This design comes from an exercise in tuning for small area and a short achievable clock period on the open sky130 flow, not from production work. At most, simulation tests tie the RTL to the original design; equivalence was not proved.

==> run a: inputs <==
## QPSK_Symbol_Timing_Sync_Top
module QPSK_Symbol_Timing_Sync_Top #(
    parameter DATA_WIDTH   = 16,
    parameter MU_WIDTH     = 10,
    parameter MU_FRAC      = 9,
    parameter COEFF_WIDTH  = 16,
    parameter ACC_WIDTH    = 32
)(
    input  wire                         clk,
    input  wire                         rst,
    input  wire signed [DATA_WIDTH-1:0] I_in,
    input  wire signed [DATA_WIDTH-1:0] Q_in,
    output wire signed [DATA_WIDTH-1:0] I_out,
    output wire signed [DATA_WIDTH-1:0] Q_out,
    output reg                          valid_out
);
==> flow/config.mk <==
export PLATFORM = sky130hd
export DESIGN_NAME = QPSK_Symbol_Timing_Sync_Top
export DESIGN_NICKNAME = QPSK_Symbol_Timing_Sync_Top
export VERILOG_FILES = /design/flow/design.v
export SDC_FILE = /design/flow/constraint.sdc
export NUM_CORES = 4
export LEC_CHECK = 0
export ABC_AREA = 1
export CAP_MARGIN = 20
export CORE_MARGIN = 2
export CORE_UTILIZATION = 40
export SLEW_MARGIN = 20
==> flow/constraint.sdc <==
create_clock -name core_clock -period 14.0 [get_ports {clk}]
set_input_delay 2.8000 -clock core_clock [delete_from_list [all_inputs] [get_ports {clk}]]
set_output_delay 2.8000 -clock core_clock [all_outputs]
set_load 0.01 [all_outputs]
standard.sh (not shown) runs the stock make flow with config.mk's settings and CLKGATE_MAP_FILE= SYNTH_SCRIPT=/design/flow/synth_recipe.tcl, a recipe that flattens the netlist after the stock synthesis.
==> flow/flow/run.sh <==
#!/bin/bash
# Standard synthesis and layout, with timing repair aimed at a shorter
# period than the clock (the constraints themselves are unchanged).
set -euo pipefail
bash standard.sh synth > synth.log 2>&1
bash standard.sh SETUP_SLACK_MARGIN=10.5 finish > layout.log 2>&1
==> run b: changes against run a <==
--- a/flow/design.v
+++ b/flow/design.v
@@ -1,9 +1,9 @@
 module mu_square (
     input  wire [9:0] m,
-    output wire [9:0] q
+    output wire [4:0] aone, atwo, aneg
 );
     wire w0 = m[0] & m[1];
     wire w1 = m[0] & m[2];
     wire w2 = m[0] & m[3];
     wire w3 = m[0] & m[4];
     wire w4 = m[0] & m[5];
@@ -172,13 +172,13 @@
     wire w93 = k16 ^ s17;
     wire w94 = k17 ^ s18;
     wire w95 = k18 ^ s19;
     wire w96 = k19 ^ s20;
     wire w97 = k20 ^ hs14;
     wire w98 = hk14 ^ hs15;
-    wire w99 = w79 | (w89 & w77);
+    wire w99 = w79 | (w89 & 1'b0);
     wire w100 = w80 | (w90 & w99);
     wire w101 = w90 & 1'b0;
     wire w102 = w82 | (w92 & w81);
     wire w103 = w92 & w91;
     wire w104 = w84 | (w94 & w83);
     wire w105 = w94 & w93;
@@ -203,23 +203,118 @@
     wire w124 = w116 | (w117 & w112);
     wire w125 = w117 & w113;
     wire w126 = w87 | (w97 & w124);
     wire w127 = w97 & w125;
     wire w128 = w108 | (w109 & w124);
     wire w129 = w109 & w125;
-    wire w130 = w89 ^ w77;
+    wire w130 = w89 ^ 1'b0;
     wire w131 = w90 ^ w99;
     wire w132 = w91 ^ w100;
     wire w133 = w92 ^ w110;
     wire w134 = w93 ^ w112;
     wire w135 = w94 ^ w118;
     wire w136 = w95 ^ w120;
     wire w137 = w96 ^ w122;
     wire w138 = w97 ^ w124;
     wire w139 = w98 ^ w126;
-    assign q = {w139, w138, w137, w136, w135, w134, w133, w132, w131, w130};
+    wire w140 = w130 ^ 1'b0;
+    wire w141 = (w131 & ~w130 & ~1'b0) | (~w131 & w130 & 1'b0);
+    wire w142 = w132 ^ w131;
+    wire w143 = (w133 & ~w132 & ~w131) | (~w133 & w132 & w131);
+    wire w144 = w134 ^ w133;
+    wire w145 = (w135 & ~w134 & ~w133) | (~w135 & w134 & w133);
+    wire w146 = w136 ^ w135;
+    wire w147 = (w137 & ~w136 & ~w135) | (~w137 & w136 & w135);
+    wire w148 = w138 ^ w137;
+    wire w149 = w139 | (w138 & w137);
+    wire w150 = k12 & s13;
+    wire w151 = k13 & s14;
+    wire w152 = k14 & s15;
+    wire w153 = k15 & s16;
+    wire w154 = k16 & s17;
+    wire w155 = k17 & s18;
+    wire w156 = k18 & s19;
+    wire w157 = k19 & s20;
+    wire w158 = k20 & hs14;
+    wire w159 = hk14 & hs15;
+    wire w160 = k12 ^ s13;
+    wire w161 = k13 ^ s14;
+    wire w162 = k14 ^ s15;
+    wire w163 = k15 ^ s16;
+    wire w164 = k16 ^ s17;
+    wire w165 = k17 ^ s18;
+    wire w166 = k18 ^ s19;
+    wire w167 = k19 ^ s20;
+    wire w168 = k20 ^ hs14;
+    wire w169 = hk14 ^ hs15;
+    wire w170 = w150 | (w160 & 1'b1);
+    wire w171 = w151 | (w161 & w170);
+    wire w172 = w161 & 1'b0;
+    wire w173 = w153 | (w163 & w152);
+    wire w174 = w163 & w162;
+    wire w175 = w155 | (w165 & w154);
+    wire w176 = w165 & w164;
+    wire w177 = w157 | (w167 & w156);
+    wire w178 = w167 & w166;
+    wire w179 = w159 | (w169 & w158);
+    wire w180 = w169 & w168;
+    wire w181 = w152 | (w162 & w171);
+    wire w182 = w162 & w172;
+    wire w183 = w173 | (w174 & w171);
+    wire w184 = w174 & w172;
+    wire w185 = w156 | (w166 & w175);
+    wire w186 = w166 & w176;
+    wire w187 = w177 | (w178 & w175);
+    wire w188 = w178 & w176;
+    wire w189 = w154 | (w164 & w183);
+    wire w190 = w164 & w184;
+    wire w191 = w175 | (w176 & w183);
+    wire w192 = w176 & w184;
+    wire w193 = w185 | (w186 & w183);
+    wire w194 = w186 & w184;
+    wire w195 = w187 | (w188 & w183);
+    wire w196 = w188 & w184;
+    wire w197 = w158 | (w168 & w195);
+    wire w198 = w168 & w196;
+    wire w199 = w179 | (w180 & w195);
+    wire w200 = w180 & w196;
+    wire w201 = w160 ^ 1'b1;
+    wire w202 = w161 ^ w170;
+    wire w203 = w162 ^ w171;
+    wire w204 = w163 ^ w181;
+    wire w205 = w164 ^ w183;
+    wire w206 = w165 ^ w189;
+    wire w207 = w166 ^ w191;
+    wire w208 = w167 ^ w193;
+    wire w209 = w168 ^ w195;
+    wire w210 = w169 ^ w197;
+    wire w211 = w201 ^ 1'b0;
+    wire w212 = (w202 & ~w201 & ~1'b0) | (~w202 & w201 & 1'b0);
+    wire w213 = w203 ^ w202;
+    wire w214 = (w204 & ~w203 & ~w202) | (~w204 & w203 & w202);
+    wire w215 = w205 ^ w204;
+    wire w216 = (w206 & ~w205 & ~w204) | (~w206 & w205 & w204);
+    wire w217 = w207 ^ w206;
+    wire w218 = (w208 & ~w207 & ~w206) | (~w208 & w207 & w206);
+    wire w219 = w209 ^ w208;
+    wire w220 = w210 | (w209 & w208);
+    assign aone[0] = w77 ? w211 : w140;
+    assign atwo[0] = w77 ? w212 : w141;
+    assign aneg[0] = w77 ? w202 : w131;
+    assign aone[1] = w77 ? w213 : w142;
+    assign atwo[1] = w77 ? w214 : w143;
+    assign aneg[1] = w77 ? w204 : w133;
+    assign aone[2] = w77 ? w215 : w144;
+    assign atwo[2] = w77 ? w216 : w145;
+    assign aneg[2] = w77 ? w206 : w135;
+    assign aone[3] = w77 ? w217 : w146;
+    assign atwo[3] = w77 ? w218 : w147;
+    assign aneg[3] = w77 ? w208 : w137;
+    assign aone[4] = w77 ? w219 : w148;
+    assign atwo[4] = w77 ? w220 : w149;
+    assign aneg[4] = 1'b0;
 endmodule
 `timescale 1ns / 1ps
 module add_sk #(
     parameter N = 16
 )(
     input  wire [N-1:0] a,
@@ -964,13 +1059,12 @@
     input  wire [4:0]         bone_n, btwo_n, bneg_n,  
     output wire signed [15:0] x_interp,
     output wire signed [15:0] x1_o,
     output wire        [2:0]  c_o
 );
     reg signed [15:0] x3, x2, x1;    
-    reg signed [15:0] h;             
     reg signed [16:0] S;             
     reg signed [16:0] Dn;            
     reg        [17:0] hb0, hb1;      
     reg               cb;            
     reg        [2:0]  c;
     reg        [4:0]  aone, atwo, aneg;    
@@ -979,19 +1073,21 @@
         if (rst)
             x3 <= 16'sd0;
         else
             x3 <= x_in;
     end
     wire [15:0] inh = {x_in[15], x_in[15:1]};
-    wire [15:0] x2h = {x2[15], x2[15:1]};
+    wire [16:0] x1h = {x1[15], x1[15], x1[15:1]};
+    wire [16:0] x2h = {x2[15], x2[15], x2[15:1]};
+    wire [16:0] x3h = {x3[15], x3[15], x3[15:1]};
+    wire [16:0] za  = x3h ^ ~x1h ^ ~x2h;
+    wire [16:0] zb  = (x3h & ~x1h) | (~x2h & (x3h ^ ~x1h));
     wire        hci = x_in[0] | ~x2[0];
-    wire [15:0] h_n;
     wire [16:0] zm, s_n, d_n;
     wire [2:0]  c_n;
-    add_sk #(16) u_h (.a(inh), .b(~x2h), .ci(hci), .s(h_n), .co());
-    add_sk #(17) u_z (.a({h[15], h}), .b(~{x2h[15], x2h}), .ci(1'b0), .s(zm), .co());
+    add_sk #(17) u_z (.a(za), .b({zb[15:0], 1'b0}), .ci(x3[0] | ~x1[0]), .s(zm), .co());
     add_sk #(17) u_s (.a(zm), .b({inh[15], inh}), .ci(hci), .s(s_n), .co());
     add_sk #(17) u_d (.a({x_in[15], x_in}), .b(~{x3[15], x3}), .ci(1'b1), .s(d_n), .co());
     wire [17:0] hb0_n, hb1_n;
     wire        cb_n;
     interp_btree u_bt (.bone(bone), .btwo(btwo), .bneg(bneg), .D(Dn),
                        .hb0(hb0_n), .hb1(hb1_n), .cb(cb_n));
@@ -999,13 +1095,12 @@
                         .hb0(hb0), .hb1(hb1), .cb(cb), .c(c_n));
     always @(posedge clk) begin
         aone <= aone_n;  atwo <= atwo_n;  aneg <= aneg_n;
         bone <= bone_n;  btwo <= btwo_n;  bneg <= bneg_n;
         x2 <= x3;
         x1 <= x2;
-        h  <= h_n;
         S  <= s_n;
         Dn  <= d_n;
         hb0 <= hb0_n;
         hb1 <= hb1_n;
         cb  <= cb_n;
         c  <= c_n;
@@ -1030,48 +1125,40 @@
     output wire signed [DATA_WIDTH-1:0] Q_out,
     output reg                          valid_out
 );
     reg        [9:0]  mu;
     reg signed [10:0] mu_sum;
     reg               uf;
+    reg               mu_nx9;    
     reg signed [9:0]  vk;        
     wire [9:0]  mu_next = {mu_sum[10] & ~mu_sum[9], mu_sum[8:0]};
     wire [10:0] mu_half = {1'b0, mu} + 11'd256;
     wire [10:0] ms_n;
     add_sk #(11) u_ms (.a(mu_half), .b({vk[9], vk}), .ci(1'b0), .s(ms_n), .co());
     always @(posedge clk or posedge rst) begin
         if (rst) begin
             mu     <= 10'd154;
             mu_sum <= 11'sd0;
+            mu_nx9 <= 1'b0;
             uf     <= 1'b0;
         end else begin
             mu_sum <= ms_n;
+            mu_nx9 <= ms_n[10] & ~ms_n[9];
             uf     <= mu_sum[10] | mu_sum[9];
             mu     <= mu_next;
         end
     end
     wire [10:0] mx = {ms_n[10] & ~ms_n[9], ms_n[8:0], 1'b0};
-    wire [4:0]  bone_n, btwo_n, bneg_n;
-    wire [9:0]  q;                                   
-    mu_square u_sq (.m(mu_next), .q(q));
-    wire [10:0] qx = {q, 1'b0};
     wire [4:0]  aone_n, atwo_n, aneg_n;
+    mu_square u_sq (.m({mu_nx9, mu_sum[8:0]}), .aone(aone_n), .atwo(atwo_n), .aneg(aneg_n));
+    wire [4:0]  bone_n, btwo_n, bneg_n;
     genvar k;
     generate for (k = 0; k < 5; k = k + 1) begin : enc
         assign bneg_n[k] = mx[2*k+2];
         assign bone_n[k] = mx[2*k+1] ^ mx[2*k];
         assign btwo_n[k] = (mx[2*k+2] & ~mx[2*k+1] & ~mx[2*k]) | (~mx[2*k+2] & mx[2*k+1] & mx[2*k]);
-        if (k < 4) begin : lo
-            assign aneg_n[k] = qx[2*k+2];
-            assign aone_n[k] = qx[2*k+1] ^ qx[2*k];
-            assign atwo_n[k] = (qx[2*k+2] & ~qx[2*k+1] & ~qx[2*k]) | (~qx[2*k+2] & qx[2*k+1] & qx[2*k]);
-        end else begin : hi
-            assign aneg_n[k] = 1'b0;
-            assign aone_n[k] = q[8] ^ q[7];
-            assign atwo_n[k] = q[9] | (q[8] & q[7]);
-        end
     end endgenerate
     wire signed [15:0] I_interp, Q_interp, xi1;
     wire        [2:0]  ci;
     interp_chan u_chi (.clk(clk), .rst(rst), .x_in(I_in),
                        .aone_n(aone_n), .atwo_n(atwo_n), .aneg_n(aneg_n),
                        .bone_n(bone_n), .btwo_n(btwo_n), .bneg_n(bneg_n), .x_interp(I_interp),
==> flow/flow/run.sh (replaced) <==
#!/bin/bash
# Standard synthesis, then the standard layout with plain buffers on the
# ports and timing repair aimed at a shorter period than the clock (the
# constraints themselves are unchanged).
set -euo pipefail
bash standard.sh synth > synth.log 2>&1
export BUFFER_PORTS_ARGS="-buffer_cell sky130_fd_sc_hd__buf_2"
bash standard.sh SETUP_SLACK_MARGIN=9.8 SKIP_GATE_CLONING=1 finish > layout.log 2>&1
Settings changed: CAP_MARGIN 20 to 0, SLEW_MARGIN 20 to 0.
==> impl_metrics.toml <==
[outcome]
status = "complete, no violations"

[grt]
grt.met2_usage = 0.3152

[worst_setup_path]
cpPeakStageDelay_ns = 0.50
crit_end = "u_chq.c[2]$_DFF_P_"
ff2ff_setup_slack_ns = 9.92

[finish]
final_cell_mix = "698 x inv_1, 544 x nand2_1, 408 x xor2_1"
# the run above: run b

==> impl_metrics.toml <==
[outcome]
status = "complete, no violations"

[grt]
grt.met2_usage = 0.3309

[finish]
final_cell_mix = "643 x inv_1, 490 x nand2_1, 418 x xor2_1"

[worst_setup_path]
ff2ff_setup_slack_ns = 9.82
cpPeakStageDelay_ns = 0.54
# the run above: run a

Only the layout flow was run in run a; the RTL was not checked for function there.

==> inputs of run A <==
Another version of the RTL of QPSK_Symbol_Timing_Sync_Top (not shown whole).
clock: 14.0 ns
lec_check: 0
abc_area: 1
cap_margin: 60
core_margin: 2
core_utilization: 55
slew_margin: 60
run.sh (not shown) runs the stock make flow with config.mk's settings and CLKGATE_MAP_FILE= SYNTH_SCRIPT=/design/flow/synth_recipe.tcl, a recipe that flattens the netlist after the stock synthesis.
Stock flow here: none of the scripts above is used.
==> run Z: changes against run A <==
--- a/flow/design.v
+++ b/flow/design.v
@@ -226,28 +226,33 @@
     input  wire [N-1:0] b,
     input  wire         ci,
     output wire [N-1:0] s,
     output wire         co
 );
-    localparam L = (N > 1) ? $clog2(N) : 1;
+    localparam L = (N > 16) ? 5 : (N > 8) ? 4 : (N > 4) ? 3 : (N > 2) ? 2 : 1;
     wire [N-1:0] p  = a ^ b;
     wire [N-1:0] g  = a & b;
     wire [N-1:0] g0 = {g[N-1:1], g[0] | (p[0] & ci)};
-    wire [N-1:0] p0 = {p[N-1:1], 1'b0};
     genvar l, i;
     generate
         for (l = 0; l < L; l = l + 1) begin : lv
             wire [N-1:0] gi, pi, go, po;
             if (l == 0) begin : first
                 assign gi = g0;
-                assign pi = p0;
+                assign pi = p;
             end else begin : next
                 assign gi = lv[l-1].go;
                 assign pi = lv[l-1].po;
             end
             for (i = 0; i < N; i = i + 1) begin : bt
-                if ((i >> l) & 1) begin : cmb
+                if (i == 1 && l == 0) begin : one
+                    assign go[i] = g[1] | (p[1] & g[0]) | (p[1] & p[0] & ci);
+                    assign po[i] = 1'b0;
+                end else if (i == (1 << l) && l > 0) begin : pow
+                    assign go[i] = g[i] | (p[i] & g[i-1]) | (p[i] & p[i-1] & gi[i-2]);
+                    assign po[i] = 1'b0;
+                end else if ((i >> l) & 1) begin : cmb
                     assign go[i] = gi[i] | (pi[i] & gi[((i >> l) << l) - 1]);
                     assign po[i] = pi[i] & pi[((i >> l) << l) - 1];
                 end else begin : pas
                     assign go[i] = gi[i];
                     assign po[i] = pi[i];
@@ -258,10 +263,28 @@
     wire [N-1:0] gl = lv[L-1].go;
     wire [N-1:0] c  = {gl[N-2:0], ci};
     assign s  = p ^ c;
     assign co = gl[N-1];
 endmodule
+module add_c3 (
+    input  wire [15:0] x,
+    input  wire [2:0]  c,
+    output wire [15:0] s
+);
+    wire [2:0] lo  = {1'b0, x[1:0]} + {1'b0, c[1:0]};
+    wire       inc = lo[2] & ~c[2];
+    wire       dec = ~lo[2] & c[2];
+    assign s[1:0] = lo[1:0];
+    genvar i;
+    generate for (i = 2; i < 16; i = i + 1) begin : up
+        if (i == 2) begin : b0
+            assign s[i] = x[i] ^ (inc | dec);
+        end else begin : bn
+            assign s[i] = x[i] ^ ((inc & (&x[i-1:2])) | (dec & ~(|x[i-1:2])));
+        end
+    end endgenerate
+endmodule
 module interp_core (
     input  wire [4:0]  aone, atwo, aneg,
     input  wire [16:0] S,
     input  wire [17:0] hb0, hb1,
     input  wire        cb,
@@ -935,57 +958,61 @@
 `timescale 1ns / 1ps
 module interp_chan (
     input  wire               clk,
     input  wire               rst,
     input  wire signed [15:0] x_in,
-    input  wire [4:0]         aone, atwo, aneg,    
-    input  wire [4:0]         bone, btwo, bneg,    
+    input  wire [4:0]         aone_n, atwo_n, aneg_n,  
+    input  wire [4:0]         bone_n, btwo_n, bneg_n,  
     output wire signed [15:0] x_interp,
     output wire signed [15:0] x1_o,
     output wire        [2:0]  c_o
 );
     reg signed [15:0] x3, x2, x1;    
-    reg signed [15:0] h;             
     reg signed [16:0] S;             
     reg signed [16:0] Dn;            
     reg        [17:0] hb0, hb1;      
     reg               cb;            
     reg        [2:0]  c;
+    reg        [4:0]  aone, atwo, aneg;    
+    reg        [4:0]  bone, btwo, bneg;
     always @(posedge clk or posedge rst) begin
         if (rst)
             x3 <= 16'sd0;
         else
             x3 <= x_in;
     end
     wire [15:0] inh = {x_in[15], x_in[15:1]};
-    wire [15:0] x2h = {x2[15], x2[15:1]};
+    wire [16:0] x1h = {x1[15], x1[15], x1[15:1]};
+    wire [16:0] x2h = {x2[15], x2[15], x2[15:1]};
+    wire [16:0] x3h = {x3[15], x3[15], x3[15:1]};
+    wire [16:0] za  = x3h ^ ~x1h ^ ~x2h;
+    wire [16:0] zb  = (x3h & ~x1h) | (~x2h & (x3h ^ ~x1h));
     wire        hci = x_in[0] | ~x2[0];
-    wire [15:0] h_n;
     wire [16:0] zm, s_n, d_n;
     wire [2:0]  c_n;
-    add_sk #(16) u_h (.a(inh), .b(~x2h), .ci(hci), .s(h_n), .co());
-    add_sk #(17) u_z (.a({h[15], h}), .b(~{x2h[15], x2h}), .ci(1'b0), .s(zm), .co());
+    add_sk #(17) u_z (.a(za), .b({zb[15:0], 1'b0}), .ci(x3[0] | ~x1[0]), .s(zm), .co());
     add_sk #(17) u_s (.a(zm), .b({inh[15], inh}), .ci(hci), .s(s_n), .co());
     add_sk #(17) u_d (.a({x_in[15], x_in}), .b(~{x3[15], x3}), .ci(1'b1), .s(d_n), .co());
     wire [17:0] hb0_n, hb1_n;
     wire        cb_n;
     interp_btree u_bt (.bone(bone), .btwo(btwo), .bneg(bneg), .D(Dn),
                        .hb0(hb0_n), .hb1(hb1_n), .cb(cb_n));
     interp_core u_core (.aone(aone), .atwo(atwo), .aneg(aneg), .S(S),
                         .hb0(hb0), .hb1(hb1), .cb(cb), .c(c_n));
     always @(posedge clk) begin
+        aone <= aone_n;  atwo <= atwo_n;  aneg <= aneg_n;
+        bone <= bone_n;  btwo <= btwo_n;  bneg <= bneg_n;
         x2 <= x3;
         x1 <= x2;
-        h  <= h_n;
         S  <= s_n;
         Dn  <= d_n;
         hb0 <= hb0_n;
         hb1 <= hb1_n;
         cb  <= cb_n;
         c  <= c_n;
     end
-    add_sk #(16) u_i (.a(x1), .b({{13{c[2]}}, c}), .ci(1'b0), .s(x_interp), .co());
+    add_c3 u_i (.x(x1), .c(c), .s(x_interp));
     assign x1_o = x1;
     assign c_o  = c;
 endmodule
 `timescale 1ns / 1ps
 module QPSK_Symbol_Timing_Sync_Top #(
@@ -1006,11 +1033,10 @@
     reg        [9:0]  mu;
     reg signed [10:0] mu_sum;
     reg               uf;
     reg signed [9:0]  vk;        
     wire [9:0]  mu_next = {mu_sum[10] & ~mu_sum[9], mu_sum[8:0]};
-    integer j;
     wire [10:0] mu_half = {1'b0, mu} + 11'd256;
     wire [10:0] ms_n;
     add_sk #(11) u_ms (.a(mu_half), .b({vk[9], vk}), .ci(1'b0), .s(ms_n), .co());
     always @(posedge clk or posedge rst) begin
         if (rst) begin
@@ -1022,41 +1048,39 @@
             uf     <= mu_sum[10] | mu_sum[9];
             mu     <= mu_next;
         end
     end
     wire [10:0] mx = {ms_n[10] & ~ms_n[9], ms_n[8:0], 1'b0};
-    reg  [4:0]  bone, btwo, bneg;
-    always @(posedge clk) begin
-        for (j = 0; j < 5; j = j + 1) begin
-            bneg[j] <= mx[2*j+2];
-            bone[j] <= mx[2*j+1] ^ mx[2*j];
-            btwo[j] <= (mx[2*j+2] & ~mx[2*j+1] & ~mx[2*j]) | (~mx[2*j+2] & mx[2*j+1] & mx[2*j]);
-        end
-    end
-    wire        [9:0]  q;                            
+    wire [4:0]  bone_n, btwo_n, bneg_n;
+    wire [9:0]  q;                                   
     mu_square u_sq (.m(mu_next), .q(q));
-    wire        [10:0] qx   = {q, 1'b0};
-    reg  [4:0] aone, atwo, aneg;
-    always @(posedge clk) begin
-        for (j = 0; j < 4; j = j + 1) begin
-            aneg[j] <= qx[2*j+2];
-            aone[j] <= qx[2*j+1] ^ qx[2*j];
-            atwo[j] <= (qx[2*j+2] & ~qx[2*j+1] & ~qx[2*j]) | (~qx[2*j+2] & qx[2*j+1] & qx[2*j]);
+    wire [10:0] qx = {q, 1'b0};
+    wire [4:0]  aone_n, atwo_n, aneg_n;
+    genvar k;
+    generate for (k = 0; k < 5; k = k + 1) begin : enc
+        assign bneg_n[k] = mx[2*k+2];
+        assign bone_n[k] = mx[2*k+1] ^ mx[2*k];
+        assign btwo_n[k] = (mx[2*k+2] & ~mx[2*k+1] & ~mx[2*k]) | (~mx[2*k+2] & mx[2*k+1] & mx[2*k]);
+        if (k < 4) begin : lo
+            assign aneg_n[k] = qx[2*k+2];
+            assign aone_n[k] = qx[2*k+1] ^ qx[2*k];
+            assign atwo_n[k] = (qx[2*k+2] & ~qx[2*k+1] & ~qx[2*k]) | (~qx[2*k+2] & qx[2*k+1] & qx[2*k]);
+        end else begin : hi
+            assign aneg_n[k] = 1'b0;
+            assign aone_n[k] = q[8] ^ q[7];
+            assign atwo_n[k] = q[9] | (q[8] & q[7]);
         end
-        aneg[4] <= 1'b0;
-        aone[4] <= q[8] ^ q[7];
-        atwo[4] <= q[9] | (q[8] & q[7]);
-    end
+    end endgenerate
     wire signed [15:0] I_interp, Q_interp, xi1;
     wire        [2:0]  ci;
     interp_chan u_chi (.clk(clk), .rst(rst), .x_in(I_in),
-                       .aone(aone), .atwo(atwo), .aneg(aneg),
-                       .bone(bone), .btwo(btwo), .bneg(bneg), .x_interp(I_interp),
+                       .aone_n(aone_n), .atwo_n(atwo_n), .aneg_n(aneg_n),
+                       .bone_n(bone_n), .btwo_n(btwo_n), .bneg_n(bneg_n), .x_interp(I_interp),
                        .x1_o(xi1), .c_o(ci));
     interp_chan u_chq (.clk(clk), .rst(rst), .x_in(Q_in),
-                       .aone(aone), .atwo(atwo), .aneg(aneg),
-                       .bone(bone), .btwo(btwo), .bneg(bneg), .x_interp(Q_interp),
+                       .aone_n(aone_n), .atwo_n(atwo_n), .aneg_n(aneg_n),
+                       .bone_n(bone_n), .btwo_n(btwo_n), .bneg_n(bneg_n), .x_interp(Q_interp),
                        .x1_o(), .c_o());
     reg signed [15:0] i_d1;      
     reg               s2p, s2n;  
     reg        [15:0] e_k;       
     reg               e_kn;
==> flow/flow/run.sh (new file) <==
#!/bin/bash
# Standard synthesis, then the standard layout with plain buffers on the
# ports and timing repair aimed at a shorter period than the clock (the
# constraints themselves are unchanged).
set -euo pipefail
bash standard.sh synth > synth.log 2>&1
export BUFFER_PORTS_ARGS="-buffer_cell sky130_fd_sc_hd__buf_2"
bash standard.sh SETUP_SLACK_MARGIN=9.8 finish > layout.log 2>&1
==> flow/standard.sh (new file) <==
#!/bin/bash
# synth_recipe.tcl (not shown) runs the flow's synth.tcl, then flattens the netlist and writes it again
# the make line also repeats each setting of config.mk as NAME=value (left out here)
make -C /OpenROAD-flow-scripts/flow DESIGN_CONFIG=/design/flow/config.mk WORK_HOME=/design/flow/orfs CLKGATE_MAP_FILE= SYNTH_SCRIPT=/design/flow/synth_recipe.tcl "${@:-finish}"
==> flow/config.mk (replaced) <==
export PLATFORM = sky130hd
export DESIGN_NAME = QPSK_Symbol_Timing_Sync_Top
export DESIGN_NICKNAME = QPSK_Symbol_Timing_Sync_Top
export VERILOG_FILES = /design/flow/design.v
export SDC_FILE = /design/flow/constraint.sdc
export NUM_CORES = 4
export LEC_CHECK = 0
export ABC_AREA = 1
export CAP_MARGIN = 20
export CORE_MARGIN = 2
export CORE_UTILIZATION = 40
export SLEW_MARGIN = 20
removed: flow/run.sh
==> qor summary <==
quantity                                                                       run Z                    run A
Mean cell area of the mapped netlist                                       8.50 um^2                8.77 um^2
Startpoint of the worst register-to-register path                      u_chq.aone[3]                  atwo[0]
Synthesized-area fraction occupied by and/or/nand/nor cells                    0.115                    0.103
Post-place setup slack                                                       9080 ps                  7730 ps
Outcome                                                      complete, no violations  complete, no violations
Worst setup slack for register-to-register paths                             9800 ps                  8990 ps
Post-Layout Cell Count                                                         5,125                    4,728
Flip-flop and latch area                                                   8490 um^2                9090 um^2
Met2 global-route usage                                                        0.311                    0.429
Termination of the worst setup path                                       u_chi.c[2]               u_chq.h[8]
Multiplexer area fraction after synthesis                                    0.00230                  0.00162
Core Rows                                                                        105                       91
Routability congestion estimate                                                0.860                    0.922
Area added between synthesis and finish                                        14.0%                    9.33%
Number of nets at the end of the flow                                          4,620                    4,558
Depth of the most critical reg-to-reg path                                        21                       20
Inverter count                                                                   803                      760
Clock Skew                                                                   38.7 ps                  28.4 ps
Total Wirelength                                                             84.4 mm                  84.4 mm
For run A, only the layout was checked, not whether the RTL still works.

## static timing again, ports no longer ideal
How much do the figures lean on ideal ports? The routed layouts below were timed once more, with nothing changed but the port constraints.
Step 1 sets driving cells, clkbuf_16 on the clock port and buf_2 on the other inputs (assumed; they add their load-dependent delay and slew).
Step 2 moves the port delays by t, midway between the first and last clock arrival at a register: inputs arrive t later, outputs are due t later. That takes back most of the time a late clock gives input paths.
a / b / c = ideal ports / drivers / drivers and shift; a / b = the first two.
run | shift t [ns] | slack for setup (ns) | clock arrival spread, ns | worst slew at a driven data input, ns
run a of note 1 | 0.653 | 9.824 / 9.824 / 9.363 | 0.041 / 0.041 | 0.08
run b of note 1 | 0.649 | 9.916 / 9.866 / 9.369 | 0.061 / 0.062 | 0.05
run A of note 2 | 0.654 | 8.354 / 8.392 / 7.738 | 0.032 / 0.032 | 0.06
run Z of note 2 | 0.645 | 9.802 / 9.802 / 9.356 | 0.044 / 0.044 | 0.05
After both steps setup and hold are still met in every run listed. For run A of note 2, which loses most, drivers alone change the setup slack by +0.038 ns; drivers and shift together by -0.616 ns.
